This is an optimization exercise on Yosys and OpenROAD, whose aim is small area, not a production implementation. No functional check of the RTL was part of this run. Power figures rest on the tool's default switching activity, not on a simulated workload.

--- flow/constraint.sdc ---
create_clock -name core_clock -period 5.0 [get_ports {clk}]
set_input_delay 1.0000 -clock core_clock [delete_from_list [all_inputs] [get_ports {clk}]]
set_output_delay 1.0000 -clock core_clock [all_outputs]
set_load 0.01 [all_outputs]
--- flow/flow/cts_args.txt ---
-sink_clustering_enable -repair_clock_nets -buf_list sky130_fd_sc_hd__clkbuf_4 -dont_use_dummy_load
--- flow/flow/run.sh ---
#!/bin/bash
# Own layout flow: the standard layout (standard.sh), with these changes:
#  - synthesis maps with an area-only ABC script (flow/abc_area.script) instead of
#    ORFS's, which sizes and buffers for speed; everything else in synthesis is
#    the standard script (synth_recipe.tcl), so the registers are the same;
#  - synthesis extracts no full-adder cells (ADDER_MAP_FILE empty): ABC maps the
#    adders as gates, whose carry chain is faster than the full-adder cell's;
#  - port buffering uses the smallest buffer cell (every port still gets one);
#  - clock tree synthesis takes its arguments from flow/cts_args.txt (no dummy
#    loads, small clock buffers);
#  - timing-driven global placement does not keep the buffers of its virtual
#    repair (GPL_KEEP_OVERFLOW 0); the later repair steps still run.
# ORFS writes each step's full log under orfs/logs; the make output of each
# standard.sh call goes to flow_synth.log and flow_finish.log here.
set -euo pipefail
W=$PWD
rm -rf "$W/myscripts"
cp -r "$FLOW_HOME/scripts" "$W/myscripts"
cp "$W/flow/abc_area.script" "$W/myscripts/abc_area.script"
export SCRIPTS_DIR="$W/myscripts"
export ADDER_MAP_FILE=
export GPL_KEEP_OVERFLOW=0
export BUFFER_PORTS_ARGS="-buffer_cell sky130_fd_sc_hd__buf_1"
if [[ -f "$W/flow/cts_args.txt" ]]; then
  CTS_ARGS="$(tr '\n' ' ' < "$W/flow/cts_args.txt")"
  export CTS_ARGS
fi
bash "$W/standard.sh" synth > "$W/flow_synth.log" 2>&1
bash "$W/standard.sh" finish > "$W/flow_finish.log" 2>&1
test -f "$W/out/final.def"
--- flow/config.mk ---
export PLATFORM = sky130hd
export DESIGN_NAME = CO
export DESIGN_NICKNAME = CO
export VERILOG_FILES = /design/flow/design.v
export SDC_FILE = /design/flow/constraint.sdc
export NUM_CORES = 4
export LEC_CHECK = 0
export ABC_AREA = 1
export CAP_MARGIN = 20
export CORE_MARGIN = 2
export CORE_UTILIZATION = 40
export SETUP_SLACK_MARGIN = -0.3
export SLEW_MARGIN = 20
export SYNTH_MEMORY_MAX_BITS = 32768
--- flow/standard.sh ---
#!/bin/bash
# synth_recipe.tcl (not shown) runs the flow's synth.tcl, then flattens the netlist and writes it again
# the make line also repeats each setting of config.mk as NAME=value (left out here)
make -C /OpenROAD-flow-scripts/flow DESIGN_CONFIG=/design/flow/config.mk WORK_HOME=/design/flow/orfs CLKGATE_MAP_FILE= SYNTH_SCRIPT=/design/flow/synth_recipe.tcl "${@:-finish}"
--- flow/flow/abc_area.script ---
strash
dch
amap
topo
--- flow/design.v ---
module ROM_COS(clka, ena, addra, douta);
input clka, ena;
input [9:0] addra;
output [11:0] douta;
assign douta = 12'd0;
endmodule
module ROM_SINE(clka, ena, addra, douta);
input clka, ena;
input [9:0] addra;
output [11:0] douta;
assign douta = 12'd0;
endmodule
module NCO(clk, rst, en, ncos, nsin);
input clk, rst, en;
output [11:0] ncos, nsin;
assign ncos = 12'd0;
assign nsin = 12'd0;
endmodule
module CO(clk, rst, en, I, Q, I_ro, Q_ro);
input clk, rst, en;
input [1:0] I;
input [1:0] Q;
output [13:0] I_ro;
output [13:0] Q_ro;
function [7:0] ADD; input [7:0] x; input [7:0] y; input ci;
  integer i; reg cy;
  begin
    cy = ci;
    for (i = 0; i < 8; i = i + 1) begin
      ADD[i] = x[i] ^ y[i] ^ cy;
      cy = (x[i] & y[i]) | (cy & (x[i] ^ y[i]));
    end
  end
endfunction
function [7:0] CNEG; input [7:0] x; input n;
  integer i; reg any;
  begin
    any = 1'b0;
    for (i = 0; i < 8; i = i + 1) begin
      CNEG[i] = x[i] ^ (n & any);
      any = any | x[i];
    end
  end
endfunction
function [7:0] MUL; input [1:0] k; input [5:0] s;
  MUL = ({8{k[1]}} & {1'b0, s, 1'b0}) | ({8{k[0]}} & {2'b0, s});
endfunction
reg [1:0] q;
reg p;
reg [6:0] xb;                
wire [6:0] x = ~xb;
reg [1:0] It, Qt;
integer j;
reg [6:0] xn;
reg cy;
always @(*) begin
  cy = 1'b1;
  for (j = 0; j < 7; j = j + 1) begin
    xn[j] = x[j] ^ cy;
    cy = cy & (x[j] ^ p);
  end
end
wire w = x[0] & (&(x[6:1] ^ {6{p}}));
always @(posedge clk or posedge rst) begin
  if (rst) begin
    q <= 2'd0;
    p <= 1'b0;
    xb <= 7'd0;
    It <= 2'd0;
    Qt <= 2'd0;
  end else begin
    q <= {q[1] ^ (q[0] & p & w), q[0] ^ (p & w)};
    p <= p ^ w;
    xb <= ~xn;
    It <= I;
    Qt <= Q;
  end
end
wire [5:0] A;
wire [4:0] st;
BIGS u_big(.a({p, x}), .y(A));
SMALLS u_small(.a({p, x}), .y(st));
wire [5:0] B = {1'b0, st};
wire sw = p ^ q[0];
wire cneg = q[1] ^ q[0];
wire sneg = q[1];
wire [1:0] mi = {It[1] & ~It[0], It[0]};    
wire [1:0] mq = {Qt[1] & ~Qt[0], Qt[0]};    
wire ic = It[1] ^ cneg, is = It[1] ^ sneg;   
wire qc = Qt[1] ^ cneg, qs = Qt[1] ^ sneg;   
wire [1:0] ia = sw ? mq : mi;
wire [1:0] ib = sw ? mi : mq;
wire isa = sw ? ~qs : ic;
wire isb = sw ? ic : ~qs;
wire qsa = sw ? is : qc;
wire qsb = sw ? qc : is;
wire [5:0] fi = {isa, isa ^ isb, ib, ia};
wire [5:0] fq = {qsa, qsa ^ qsb, ia, ib};
wire [7:0] wi = ADD(MUL(fi[1:0], A), MUL(fi[3:2], B) ^ {8{fi[4]}}, fi[4]);
wire [7:0] wq = ADD(MUL(fq[1:0], A), MUL(fq[3:2], B) ^ {8{fq[4]}}, fq[4]);
reg [7:0] ir, qr;
always @(posedge clk or posedge rst) begin
  if (rst) begin
    ir <= 8'd0;
    qr <= 8'd0;
  end else if (en) begin
    ir <= CNEG(wi, fi[5]);
    qr <= CNEG(wq, fq[5]);
  end
end
assign I_ro = {{6{ir[7]}}, ir};
assign Q_ro = {{6{qr[7]}}, qr};
endmodule
module BIGS(a, y);
  input [7:0] a;
  output [5:0] y;
  wire new_n15, new_n16, new_n17, new_n18, new_n19, new_n20, new_n21,
    new_n22, new_n23, new_n24, new_n25, new_n26, new_n27, new_n28, new_n29,
    new_n30, new_n31, new_n32, new_n33, new_n34, new_n35, new_n36, new_n37,
    new_n38, new_n39, new_n40, new_n41, new_n42, new_n43, new_n45, new_n46,
    new_n47, new_n48, new_n49, new_n50, new_n52, new_n54, new_n55, new_n56,
    new_n57, new_n58, new_n60;
  assign new_n15 = ~a[0] & ~a[1];
  assign new_n16 = a[2] & ~new_n15;
  assign new_n17 = a[0] & a[1];
  assign new_n18 = a[4] & ~new_n17;
  assign new_n19 = new_n16 & ~new_n18;
  assign new_n20 = ~a[5] & ~new_n17;
  assign new_n21 = a[3] & ~new_n20;
  assign new_n22 = new_n19 & new_n21;
  assign new_n23 = ~a[3] & ~new_n19;
  assign new_n24 = ~new_n22 & ~new_n23;
  assign new_n25 = a[6] & ~new_n24;
  assign new_n26 = ~a[5] & a[6];
  assign new_n27 = a[0] & a[6];
  assign new_n28 = ~a[1] & ~a[2];
  assign new_n29 = ~new_n27 & new_n28;
  assign new_n30 = a[3] & a[4];
  assign new_n31 = ~new_n29 & new_n30;
  assign new_n32 = ~new_n26 & new_n31;
  assign new_n33 = ~new_n25 & new_n32;
  assign new_n34 = ~a[1] & new_n16;
  assign new_n35 = a[6] & ~new_n34;
  assign new_n36 = ~a[4] & ~new_n22;
  assign new_n37 = a[5] & new_n36;
  assign new_n38 = ~new_n35 & new_n37;
  assign new_n39 = ~a[2] & ~new_n17;
  assign new_n40 = a[4] & a[5];
  assign new_n41 = ~new_n39 & new_n40;
  assign new_n42 = new_n25 & ~new_n41;
  assign new_n43 = ~new_n38 & ~new_n42;
  assign y[0] = new_n33 | ~new_n43;
  assign new_n45 = ~a[5] & ~new_n25;
  assign new_n46 = new_n31 & ~new_n45;
  assign new_n47 = a[6] & ~new_n36;
  assign new_n48 = ~a[5] & ~new_n31;
  assign new_n49 = ~a[6] & ~new_n48;
  assign new_n50 = ~new_n47 & ~new_n49;
  assign y[1] = ~new_n46 & ~new_n50;
  assign new_n52 = ~new_n26 & ~new_n49;
  assign y[3] = ~new_n37 & new_n52;
  assign new_n54 = ~a[0] & ~a[3];
  assign new_n55 = ~a[4] & a[7];
  assign new_n56 = new_n54 & new_n55;
  assign new_n57 = new_n28 & new_n56;
  assign new_n58 = ~a[5] & ~new_n57;
  assign y[4] = y[3] & ~new_n58;
  assign new_n60 = ~new_n47 & ~new_n52;
  assign y[2] = y[4] | new_n60;
  assign y[5] = ~y[4];
endmodule
module SMALLS(a, y);
  input [7:0] a;
  output [4:0] y;
  wire new_n14, new_n15, new_n16, new_n17, new_n18, new_n19, new_n20,
    new_n21, new_n22, new_n23, new_n24, new_n25, new_n26, new_n27, new_n28,
    new_n29, new_n30, new_n31, new_n32, new_n33, new_n34, new_n35, new_n36,
    new_n37, new_n38, new_n39, new_n40, new_n41, new_n42, new_n43, new_n44,
    new_n45, new_n46, new_n47, new_n48, new_n49, new_n51, new_n52, new_n53,
    new_n54, new_n55, new_n56, new_n57, new_n58, new_n60, new_n61, new_n62,
    new_n63, new_n64, new_n65, new_n66, new_n67, new_n68, new_n70, new_n71,
    new_n72, new_n74, new_n75;
  assign new_n14 = a[0] & a[1];
  assign new_n15 = a[2] & new_n14;
  assign new_n16 = ~a[3] & a[5];
  assign new_n17 = new_n15 & new_n16;
  assign new_n18 = ~a[2] & ~a[5];
  assign new_n19 = ~a[4] & ~new_n18;
  assign new_n20 = ~new_n17 & new_n19;
  assign new_n21 = ~a[0] & ~a[1];
  assign new_n22 = a[3] & new_n21;
  assign new_n23 = a[5] & new_n22;
  assign new_n24 = ~a[6] & ~new_n23;
  assign new_n25 = ~new_n20 & ~new_n24;
  assign new_n26 = ~a[3] & ~a[4];
  assign new_n27 = a[5] & ~new_n26;
  assign new_n28 = new_n14 & ~new_n27;
  assign new_n29 = a[4] & new_n18;
  assign new_n30 = ~new_n17 & ~new_n29;
  assign new_n31 = ~new_n28 & ~new_n30;
  assign new_n32 = ~a[5] & new_n22;
  assign new_n33 = a[2] & ~new_n32;
  assign new_n34 = a[1] & ~a[4];
  assign new_n35 = ~a[3] & ~new_n21;
  assign new_n36 = ~new_n34 & ~new_n35;
  assign new_n37 = ~new_n33 & new_n36;
  assign new_n38 = ~new_n31 & ~new_n37;
  assign new_n39 = new_n25 & ~new_n38;
  assign new_n40 = ~a[5] & ~a[6];
  assign new_n41 = new_n15 & new_n40;
  assign new_n42 = ~a[5] & a[6];
  assign new_n43 = a[2] & ~new_n42;
  assign new_n44 = a[1] & ~a[3];
  assign new_n45 = a[6] & new_n44;
  assign new_n46 = ~new_n43 & ~new_n45;
  assign new_n47 = ~new_n28 & new_n46;
  assign new_n48 = ~new_n41 & ~new_n47;
  assign new_n49 = ~new_n25 & new_n48;
  assign y[0] = new_n39 | new_n49;
  assign new_n51 = a[5] & a[6];
  assign new_n52 = a[3] & ~new_n51;
  assign new_n53 = a[6] & new_n16;
  assign new_n54 = ~new_n15 & new_n53;
  assign new_n55 = ~new_n52 & ~new_n54;
  assign new_n56 = ~new_n39 & ~new_n41;
  assign new_n57 = ~new_n55 & ~new_n56;
  assign new_n58 = new_n55 & new_n56;
  assign y[1] = ~new_n57 & ~new_n58;
  assign new_n60 = new_n18 & new_n21;
  assign new_n61 = new_n26 & new_n60;
  assign new_n62 = a[7] & new_n61;
  assign new_n63 = ~new_n39 & new_n55;
  assign new_n64 = ~new_n41 & new_n52;
  assign new_n65 = ~new_n63 & ~new_n64;
  assign new_n66 = ~new_n62 & ~new_n65;
  assign new_n67 = a[4] & new_n66;
  assign new_n68 = ~a[4] & ~new_n66;
  assign y[2] = new_n67 | new_n68;
  assign new_n70 = ~a[5] & new_n66;
  assign new_n71 = new_n19 & ~new_n66;
  assign new_n72 = ~new_n29 & ~new_n71;
  assign y[3] = ~new_n70 & new_n72;
  assign new_n74 = ~a[6] & ~new_n62;
  assign new_n75 = a[6] & new_n61;
  assign y[4] = ~new_n74 & ~new_n75;
endmodule
==> results.sh <==
export IMPL_viasPerCell=5.37
export IMPL_drc=0
export IMPL_place_congestion=0.890
export IMPL_cts_sinks=30
export IMPL_numCtsBuffers=5
export IMPL_drv_slew=0
export IMPL_cts_max_level=2
export IMPL_yosysWarningCount=1
export IMPL_ys_seq_elements=30
export IMPL_grt_pass1_vias=2094
export IMPL_ant_nets=0
export IMPL_period_share=0.938
export IMPL_hp_class="reg2reg"
export IMPL_critPathRequiredTime_ns=5.18
export IMPL_drive_above_1_share=0.0501
export IMPL_tightest_slew_ns=0.723
export IMPL_power_density_nw_per_um2=222
export IMPL_final_cell_mix="nor2_1 (64), o21ai_0 (55), nand2_1 (53), a21oi_1 (37), o22ai_1 (35)"
export IMPL_instances_no_fill=474
export IMPL_min_period_ns=4.69
export IMPL_mostFrequentLayoutCell="nor2_1"
export IMPL_drt_wl_total_um=5930
export IMPL_clock_path_buffers=2
export IMPL_syn_area_um2=2390
export IMPL_antenna_cells=0
export IMPL_coreArea_um2=5850
export IMPL_cp_end_kind="register"
export IMPL_num_rows=28
export IMPL_cp_max_fo=12
export IMPL_antenna_found_initial=0
export IMPL_clock_latency_ns=0.33
export IMPL_grt_max_degree=31
export IMPL_dp_slack_ns=-0.360
export IMPL_io_pins=35
export IMPL_port_buffers=34
export IMPL_crit_type="reg2reg"
export IMPL_firstDrtPassIters=4
export IMPL_total_leakage_power_nw=0.999
export IMPL_dpl_hpwl_um=4460
export IMPL_overflow=0
export IMPL_setup_violations=0
export IMPL_ys_seq_area_frac=0.313
export IMPL_whs_path_depth=2
export IMPL_cts_root_buf="clkbuf_4"
export IMPL_cts_tree="done"
export IMPL_clkTransAtPathRegs_ns=0.10
export IMPL_status="complete, no violations"
export IMPL_grt_usage=0.185
export IMPL_fillerInstances=624
export IMPL_fmaxAchievable_ghz=0.213
export IMPL_finalClockSkew_ns=0.0170
export IMPL_vias=2547
export IMPL_yosysUniqueCellTypes=23
export IMPL_ctsHoldBuffers=0
export IMPL_setup_ws_ns=0.310
export IMPL_die_h_um=81.4
export IMPL_drv_cap=0
export IMPL_synthCells=365
export IMPL_max_slew_margin=0.518
export IMPL_die_w_um=81.4
export IMPL_synth_edff_count=0
export IMPL_initialDrtViolationCount=172
export IMPL_ir_drop_mv=0.133
export IMPL_wire_per_inst_um=12.5
export IMPL_grt_pass1_wl_um=9690
export IMPL_r2r_cells=23
export IMPL_dieArea_um2=6620
export IMPL_arrival_ns=4.87
export IMPL_final_hold_violation_count=0
export IMPL_synth_flop_cell="dfrtp_1"
export IMPL_nets=408
export IMPL_initial_core_util=0.409
export IMPL_syn_to_final_growth_pct=11.7
export IMPL_critPathLaunchType="register"
export IMPL_place_inst=462
export IMPL_async_reset_ff_frac=1.00
export IMPL_postSynthAreaPerCell_um2=6.56
export IMPL_syn_num_nets=372
cell type report:
type / count / area [µm²] / area share
well taps: 75 / 93.8 / 0.0351
repair buffers: 41 / 180 / 0.0674
inverters: 29 / 118 / 0.0440
clock buffers: 5 / 37.5 / 0.0140
multi-input cells: 294 / 1490 / 0.558
flip-flops and latches: 30 / 752 / 0.281
metrics by stage:
stage	utilization	instance area (µm²)	hold slack (ns)	power, W	TNS, ns
global route	0.457	2670	0.510	0.000644	-0.817
detailed placement	0.432	2530	0.472	0.000467	-0.868
finish	0.457	2670	0.482	0.000594	0
CTS	0.439	2570	0.493	0.000598	-0.247
floorplan	-	2390	0.490	0.000436	0
global placement	0.432	2530	0.466	0.000464	-0.256
synth_stat cells, drive strengths merged, types with 2 or more instances:
library cell / number / area share
o21ai: 61 / 0.13
nor2: 64 / 0.10
o211ai: 2 / 0.0063
dfrtp: 30 / 0.31
nor3: 8 / 0.017
o22ai: 39 / 0.10
o31ai: 3 / 0.0094
a21oi: 37 / 0.077
a211oi: 2 / 0.0063
o22a: 6 / 0.022
clkinv: 29 / 0.045
a21o: 3 / 0.0094
buf: 12 / 0.038
or2: 5 / 0.013
a31oi: 2 / 0.0052
nand2: 53 / 0.083
nand3: 3 / 0.0063
worst paths after layout:
check / end / slack (ns) / start
min in group asynchronous: q[1] / 0.66 / rst
worst max register to register: qr[7] / 0.31 / p
worst min register to register: qr[6] / 0.48 / qr[6]
max in group asynchronous: qr[5] / 3.96 / rst
worst max-delay path: qr[7] / 0.31 / p
worst min-delay path: qr[6] / 0.48 / qr[6]
worst max-delay path, stage by stage (launching register included):
cell      delay [ns]
dfrtp_1         0.53
clkinv_1        0.39
o22ai_4         0.35
clkinv_1        0.28
o22ai_2         0.46
o22ai_1         0.21
nand2_1         0.11
o21ai_1         0.09
o21ai_0         0.24
nor2_1          0.09
a21oi_1         0.16
nor2_1          0.08
a21oi_1         0.17
nor2_1          0.09
a21oi_1         0.16
nor2_1          0.08
a21oi_1         0.19
clkinv_1        0.11
o21ai_1         0.20
nor2_1          0.10
a21oi_1         0.17
nor2_1          0.06
a21oi_1         0.11
o21ai_0         0.08
registers in the layout (all words and copies together) (netlist names):
signal,flops
qr,8
xb,7
It,2
ir,8
Qt,2
q,2
p,1
power breakdown:
group	total [W]	internal (W)	switching [W]
Sequential	0.000282	0.000266	0.0000155
Clock	0.000127	0.0000469	0.0000798
Combinational	0.000186	0.0000647	0.000121
Total	0.000594	0.000378	0.000216
cell families (layout without fill, tap and decap cells):
family,Yosys count,in the layout,synth area share
AND/OR/NAND/NOR,136,136,0.228
AO/OA/AOI/OAI,158,158,0.376
flip-flops,30,30,0.313
buffers and inverters,41,75,0.0831
routing by layer:
metal  track usage  vias to the layer above  routed length, µm
li1              -                     1384                  -
met1         0.261                     1088               2920
met2         0.284                       65               2620
met3        0.0300                       10                272
met4        0.0627                        0                127
met5             0                        -                  0
timing repair:
action | CTS | global route
endpoints found under the setup margin | 1 | 6
setup buffers | 0 | 7
gates resized for setup | 1 | 15
cloned | 0 | 0
pin swaps | 0 | 0

[separate check: timing with driven ports]
The flow's constraints put no driver on any port. The routed layout listed below was extracted and timed again, unchanged, in two steps.
Step 1 (the two cells are an assumption about what drives the block):
set clk [get_ports {clk}]
set_driving_cell -lib_cell sky130_fd_sc_hd__clkbuf_16 $clk
set_driving_cell -lib_cell sky130_fd_sc_hd__buf_2 [delete_from_list [all_inputs] $clk]
Step 2, shift: input delay + t, output delay - t, t = (earliest + latest rising clock arrival at the registers) / 2. This alone moves slack from input paths to output paths.
a / b / c = ideal ports / drivers / drivers and shift; a / b = the first two.
t, ns: 0.348
setup WS [ns]: 0.310 / 0.310 / 0.310
latest minus earliest clock arrival (ns): 0.017 / 0.017
After both steps this run still meets setup and hold. The setup slack of this run moves by 0.000 ns with the drivers and by 0.000 ns with both steps.
